This is an optimization exercise on Yosys and OpenROAD, whose aim is small area, a short achievable clock period and few clock cycles, not a production implementation. Where RTL was checked, it was by simulation tests only, not by an equivalence proof against the original. Power figures rest on the tool's default switching activity, not on a simulated workload.

## rev 12
// day02_core
module day02_core #(
    parameter N_ADDR_BITS = 16
) (
    input  wire                 clk,
    input  wire                 rst,
    input  wire [7:0]           rom_data,
    input  wire                 rom_valid,
    output reg  [N_ADDR_BITS:0] rom_addr,
    output wire [63:0]          part1_result,
    output wire [63:0]          part2_result,
    output reg                  done
);
Size in the first run: ~4,700 cells after synthesis, roughly 160 I/O pins, roughly 36,000 um2 of cells after synthesis.
Settings: LEC_CHECK=0, ABC_AREA=1, CAP_MARGIN=20, CORE_MARGIN=2, CORE_UTILIZATION=40, SLEW_MARGIN=20; clock period 60.0 ns.
standard.sh (not shown) runs the stock make flow with config.mk's settings and CLKGATE_MAP_FILE= SYNTH_SCRIPT=/design/flow/synth_recipe.tcl, a recipe that flattens the netlist after the stock synthesis.
==> flow/flow/run.sh <==
#!/bin/bash
set -o pipefail
export BUFFER_PORTS_ARGS="-buffer_cell sky130_fd_sc_hd__buf_2"
bash standard.sh > standard.log 2>&1
Testbench counts of rev 12, summed over its fixed seeds: cycles 40,788.
Relative to rev 12, the following input files were edited for rev 13:
--- a/flow/design.v
+++ b/flow/design.v
@@ -250,29 +250,33 @@
             endcase
         end
     end
     wire [2:0] bw0 = {pb[1:0], bprev};
     wire [2:0] bw1 = pb[3:1];
     wire b0_on  = (bw0 != 3'b000) && (bw0 != 3'b111);
     wire b0_two = (bw0 == 3'b011) || (bw0 == 3'b100);
     wire b0_neg = bw0[2];
     wire b1_on  = (bw1 != 3'b000) && (bw1 != 3'b111);
     wire b1_two = (bw1 == 3'b011) || (bw1 == 3'b100);
     wire b1_neg = bw1[2];
-    wire blast  = (pb[30:3] == 28'd0);         
+    wire [2:0] bw2 = pb[5:3];
+    wire b2_on  = (bw2 != 3'b000) && (bw2 != 3'b111);
+    wire b2_two = (bw2 == 3'b011) || (bw2 == 3'b100);
+    wire b2_neg = bw2[2];
+    wire blast  = (pb[30:5] == 26'd0);         
     wire p0     = busy && !ph && (t != 2'd3);
     wire p1     = busy && ph;
     wire kc     = busy && !ph && (t == 2'd3);  
     wire mrg    = eot && !busy && !qv && !done;
-    wire fold1  = p1 && half_t && kp1;
-    wire fold21 = p1 && !half_t && kp21;
+    wire fold1  = p1 && !b2_on && half_t && kp1;
+    wire fold21 = p1 && !b2_on && !half_t && kp21;
     wire kc1    = kc && kp1;
     wire kc21   = kc && !kp1;
     wire kp1_n  = kp1 && !fold1 && !kc1;
     wire kp21_n = kp21 && !fold21 && !kc21;
     wire to1    = (p1 && half_t) || kc1;
     wire last_cyc = (p1 && blast && last_t && !kp1_n && !kp21_n) || (kc && !(kp1_n || kp21_n));
     wire cready   = !busy || last_cyc;
     wire sep   = vq && !is_dig && !eot;
     wire cload = qv && cready;                
     wire qfree = !qv || cload;
     wire take  = sep && qfree;
@@ -280,44 +284,46 @@
     wire [64:0] xv   = ph ? r : {8'd0, mval};
     wire        first = (i == 4'd0);
     wire        kon  = fold1 || fold21 || kc;
     wire        uc   = p0 ? c_on  : (p1 && b1_on);
     wire        ucs  = p0 ? c_sh  : b1_two;
     wire        ucn  = p1 && (b1_neg ^ !sg);
     wire        ud   = p0 ? d_on  : (p1 && b0_on);
     wire        uds  = p0 ? d_sh  : b0_two;
     wire        udn  = p0 ? d_neg : (b0_neg ^ !sg);
     wire [64:0] oa   = p0 ? (first ? 65'd0 : r << 3) : (to1 ? acc1 : accx);
     wire [64:0] kv   = (fold1 || kc1) ? k1 : k21;
-    wire        ubn  = kon && !cb;
-    wire [64:0] ob   = p0 ? (first ? 65'd0 : r << 1) : kon ? kv : mrg ? acc1 : 65'd0;
+    wire        ub2  = p1 && b2_on;
+    wire        ubn  = kon ? !cb : (ub2 && (b2_neg ^ !sg));
+    wire [64:0] ob   = p0 ? (first ? 65'd0 : r << 1) : ub2 ? (b2_two ? r << 5 : r << 4) :
+                       kon ? kv : mrg ? acc1 : 65'd0;
     wire [64:0] oc   = uc ? (ucs ? xv << 3 : xv << 2) : 65'd0;
     wire [64:0] od   = ud ? (uds ? xv << 1 : xv) : 65'd0;
     wire        ncn  = uc && ucn;
     wire        ndn  = ud && udn;
     wire [64:0] sum;
     range_summer #(.W(65)) u_add (
         .a(oa), .b(ubn ? ~ob : ob), .c(ncn ? ~oc : oc), .d(ndn ? ~od : od),
         .ci0(ubn), .ci1(ncn), .ci2(ndn), .s(sum));
     wire [30:0] pbm = first ? 31'd0 : pb;
     wire [30:0] pbn;
     range_summer #(.W(31)) u_pb (
         .a(pbm << 3), .b(pbm << 1), .c({27'd0, pdq}), .d(31'd0),
         .ci0(1'b0), .ci1(1'b0), .ci2(1'b0), .s(pbn));
     integer li;
     always @(posedge clk) begin
         rst_q <= rst;
         hist  <= {hist[31:0], dig};
-        r     <= p1 ? (r << 4) : sum;
-        pb    <= p1 ? (pb >> 4) : pbn;
-        bprev <= p1 && pb[3];
+        r     <= p1 ? (r << 6) : sum;
+        pb    <= p1 ? (pb >> 6) : pbn;
+        bprev <= p1 && pb[5];
         if (rst) begin
             rom_addr <= 0;
         end else if (rst_q) begin
             rom_addr <= 1;
         end else if (!vq || (!eot && (is_dig || take))) begin
             rom_addr <= rom_addr + 1'b1;
         end
         if (rst_q) begin
             vq   <= 1'b0;
             hold <= 1'b0;
             in_b <= 1'b0;
Findings:
Final cell area: rev 13 above rev 12
Rev 13: all stages complete, timing, DRC and antenna checks passed
Global-route usage (rev 13 over rev 12): increase, 1.2 points
Per the comparison of rev 13 with rev 12, portion of the clock cycle consumed by the worst path in the final layout now larger; HPWL after detailed placement now larger; register fraction of the total cell area now smaller.
For rev 13, only the layout was checked, not whether the RTL still works.


run 5:
Another version of the RTL of day02_core (not shown whole).
Size in the first run: about 4,200 cells after synthesis, roughly 160 I/O pins, roughly 0.033 sq mm of cells after synthesis.
clock: 60.0 ns
lec_check: 0
abc_area: 1
cap_margin: 20
core_margin: 2
core_utilization: 40
slew_margin: 20
==> flow/flow/run.sh <==
#!/bin/bash
# The standard layout (standard.sh), with two changes:
#  - after the standard synthesis, OpenROAD's restructure re-maps the logic
#    between the registers for area (flow/restructure.tcl), with a copy of the
#    platform library that leaves out its don't-use cells (flow/filter_lib.py);
#  - buf_2 cells as the port buffers.
# Each tool's output goes to its own log in this folder.
set -eo pipefail
export BUFFER_PORTS_ARGS="-buffer_cell sky130_fd_sc_hd__buf_2"
bash standard.sh synth > standard_synth.log 2>&1
export RESULTS=$PWD/orfs/results/sky130hd/day02_core/base
export LIB=$FLOW_HOME/platforms/sky130hd/lib/sky130_fd_sc_hd__tt_025C_1v80.lib
export LIB_RS=$PWD/restructure_lib.lib
python3 flow/filter_lib.py "$LIB" "$LIB_RS" '*__lpflow_*' '*__probe*' '*__fill_*' \
    '*__dlygate*' '*__dlymetal*' '*__clkdly*' > filter_lib.log 2>&1
mkdir -p restructure_work
export WORK=$PWD/restructure_work
openroad -no_init -exit flow/restructure.tcl > restructure.log 2>&1
bash standard.sh > standard.log 2>&1
==> flow/flow/filter_lib.py <==
#!/usr/bin/env python3
# Writes a copy of a liberty file without the cells whose names match the given
# glob patterns (the platform's don't-use cells), for restructure/ABC.
import sys, fnmatch
src, dst, pats = sys.argv[1], sys.argv[2], sys.argv[3:]
text = open(src).read()
out = []
pos = 0
while True:
    i = text.find('cell (', pos)
    if i < 0:
        out.append(text[pos:])
        break
    # start of the line holding the cell group
    ls = text.rfind('\n', 0, i) + 1
    name = text[i + 6:text.find(')', i)].strip().strip('"')
    j = text.find('{', i)
    depth, k = 1, j + 1
    while depth:
        c = text[k]
        if c == '{':
            depth += 1
        elif c == '}':
            depth -= 1
        k += 1
    out.append(text[pos:ls])
    if not any(fnmatch.fnmatch(name, p) for p in pats):
        out.append(text[ls:k])
    pos = k
open(dst, 'w').write(''.join(out))
==> flow/flow/restructure.tcl <==
# Area recovery on the synthesized netlist: OpenROAD's restructure re-maps the
# combinational logic between registers with ABC (the registers are untouched).
# ABC maps to $::env(LIB_RS), the platform library less its don't-use cells.
set results $::env(RESULTS)
read_db $results/1_synth.odb
read_liberty $::env(LIB)
read_sdc $results/1_synth.sdc
report_design_area
restructure -liberty_file $::env(LIB_RS) -target area \
    -tielo_port sky130_fd_sc_hd__conb_1/LO -tiehi_port sky130_fd_sc_hd__conb_1/HI \
    -work_dir $::env(WORK)
report_design_area
write_db $results/1_synth.odb
Input-level comparison between run 2 and run 5:
--- a/flow/design.v
+++ b/flow/design.v
@@ -82,13 +82,13 @@
     output wire [W-1:0] s
 );
     wire [W-1:0] s1 = a ^ b ^ c;
     wire [W-1:0] c1 = {(a[W-2:0] & b[W-2:0]) | (a[W-2:0] & c[W-2:0]) | (b[W-2:0] & c[W-2:0]), ci0};
     wire [W-1:0] s2 = s1 ^ c1 ^ d;
     wire [W-1:0] c2 = {(s1[W-2:0] & c1[W-2:0]) | (s1[W-2:0] & d[W-2:0]) | (c1[W-2:0] & d[W-2:0]), ci1};
-    bk_add #(.W(W)) u_cpa (.a(s2), .b(c2), .ci(ci2), .s(s));
+    assign s = s2 + c2 + {{(W-1){1'b0}}, ci2};
 endmodule
 module bk_add #(
     parameter W = 65
 ) (
     input  wire [W-1:0] a,
     input  wire [W-1:0] b,
@@ -285,19 +285,19 @@
     wire b1_two = (bw1 == 3'b011) || (bw1 == 3'b100);
     wire b1_neg = bw1[2];
     wire [2:0] bw2 = pb[5:3];
     wire b2_on  = (bw2 != 3'b000) && (bw2 != 3'b111);
     wire b2_two = (bw2 == 3'b011) || (bw2 == 3'b100);
     wire b2_neg = bw2[2];
-    wire blast  = (pb[30:3] == 28'd0);         
+    wire blast  = (pb[30:5] == 26'd0);         
     wire p0     = busy && !ph && (t != 2'd3);
     wire p1     = busy && ph;
     wire kc     = busy && !ph && (t == 2'd3);  
     wire mrg    = eot && !busy && !qv && !done;
-    wire fold1  = p1 && half_t && kp1;
-    wire fold21 = p1 && !half_t && kp21;
+    wire fold1  = p1 && !b2_on && half_t && kp1;
+    wire fold21 = p1 && !b2_on && !half_t && kp21;
     wire kc1    = kc && kp1;
     wire kc21   = kc && !kp1;
     wire kp1_n  = kp1 && !fold1 && !kc1;
     wire kp21_n = kp21 && !fold21 && !kc21;
     wire to1    = (p1 && half_t) || kc1;
     wire last_cyc = (p1 && blast && last_t && !kp1_n && !kp21_n) || (kc && !(kp1_n || kp21_n));
@@ -318,13 +318,13 @@
     wire        ucn  = p1 && (b1_neg ^ !sg);
     wire        ud   = p0 ? d_on  : (p1 && b0_on);
     wire        uds  = p0 ? d_sh  : b0_two;
     wire        udn  = p0 ? d_neg : (b0_neg ^ !sg);
     wire [64:0] oa   = p0 ? (first ? 65'd0 : r << 3) : (to1 ? acc1 : accx);
     wire [64:0] kv   = (fold1 || kc1) ? k1 : k21;
-    wire        ub2  = 1'b0;
+    wire        ub2  = p1 && b2_on;
     wire        ubn  = kon ? !cb : (ub2 && (b2_neg ^ !sg));
     wire [64:0] ob   = p0 ? (first ? 65'd0 : r << 1) : ub2 ? (b2_two ? r << 5 : r << 4) :
                        kon ? kv : mrg ? acc1 : 65'd0;
     wire [64:0] oc   = uc ? (ucs ? xv << 3 : xv << 2) : 65'd0;
     wire [64:0] od   = ud ? (uds ? xv << 1 : xv) : 65'd0;
     wire        ncn  = uc && ucn;
@@ -339,15 +339,15 @@
         .a(pbm << 3), .b(pbm << 1), .c({27'd0, pdq}), .d(31'd0),
         .ci0(1'b0), .ci1(1'b0), .ci2(1'b0), .s(pbn));
     integer li;
     always @(posedge clk) begin
         rst_q <= rst;
         hist  <= {hist[31:0], dig};
-        r     <= p1 ? (r << 4) : sum;
-        pb    <= p1 ? (pb >> 4) : (p0 && jl && cpair) ? 31'd2 : pbn;
-        bprev <= p1 && pb[3];
+        r     <= p1 ? (r << 6) : sum;
+        pb    <= p1 ? (pb >> 6) : (p0 && jl && cpair) ? 31'd2 : pbn;
+        bprev <= p1 && pb[5];
         if (rst) begin
             rom_addr <= 0;
         end else if (rst_q) begin
             rom_addr <= 1;
         end else if (!vq || (!eot && (is_dig || take))) begin
             rom_addr <= rom_addr + 1'b1;
==> comparison <==
Run 2 vs. run 5: number of DRC markers after the initial detailed-route iteration has increased; total power moved up; x dimension of the die went up by 7.3 um. Layout overhead on the synthesized area, run 5 and run 2: larger value in run 5. For sequential power, run 2 and run 5 come out practically identical. Run 2 has less setup slack than run 5. Register-to-register slack ends up higher on run 5.
No functional check of the RTL was part of any run of this note.

==> port drivers added, routing unchanged <==
No port has a modelled driver above. Below, the same layouts with a new extraction and two added sets of constraints.
Step 1 sets driving cells, clkbuf_16 on the clock port and buf_2 on the other inputs (assumed; they add their load-dependent delay and slew).
Step 2 adds t to the input delays and takes it off the output delays; t is the mean of the earliest and latest rising clock arrival at the registers after step 1. Input paths then give back, and output paths get back, about the clock's delay inside the block.
a / b / c = ideal ports / drivers / drivers and shift; a / b = the first two.
run	t (ns)	slack for setup (ns)	worst setup path after step 2	clock arrival spread, ns
rev 12	0.718	46.631 / 46.562 / 47.012	input to register	0.023 / 0.023
rev 13	0.732	46.528 / 46.464 / 47.068	input to register	0.033 / 0.033
run 5	0.720	46.708 / 46.641 / 47.172	input to register	0.032 / 0.032
run 2	0.737	46.612 / 46.543 / 46.972	register to register	0.054 / 0.054
After both steps setup and hold are still met in every run listed.
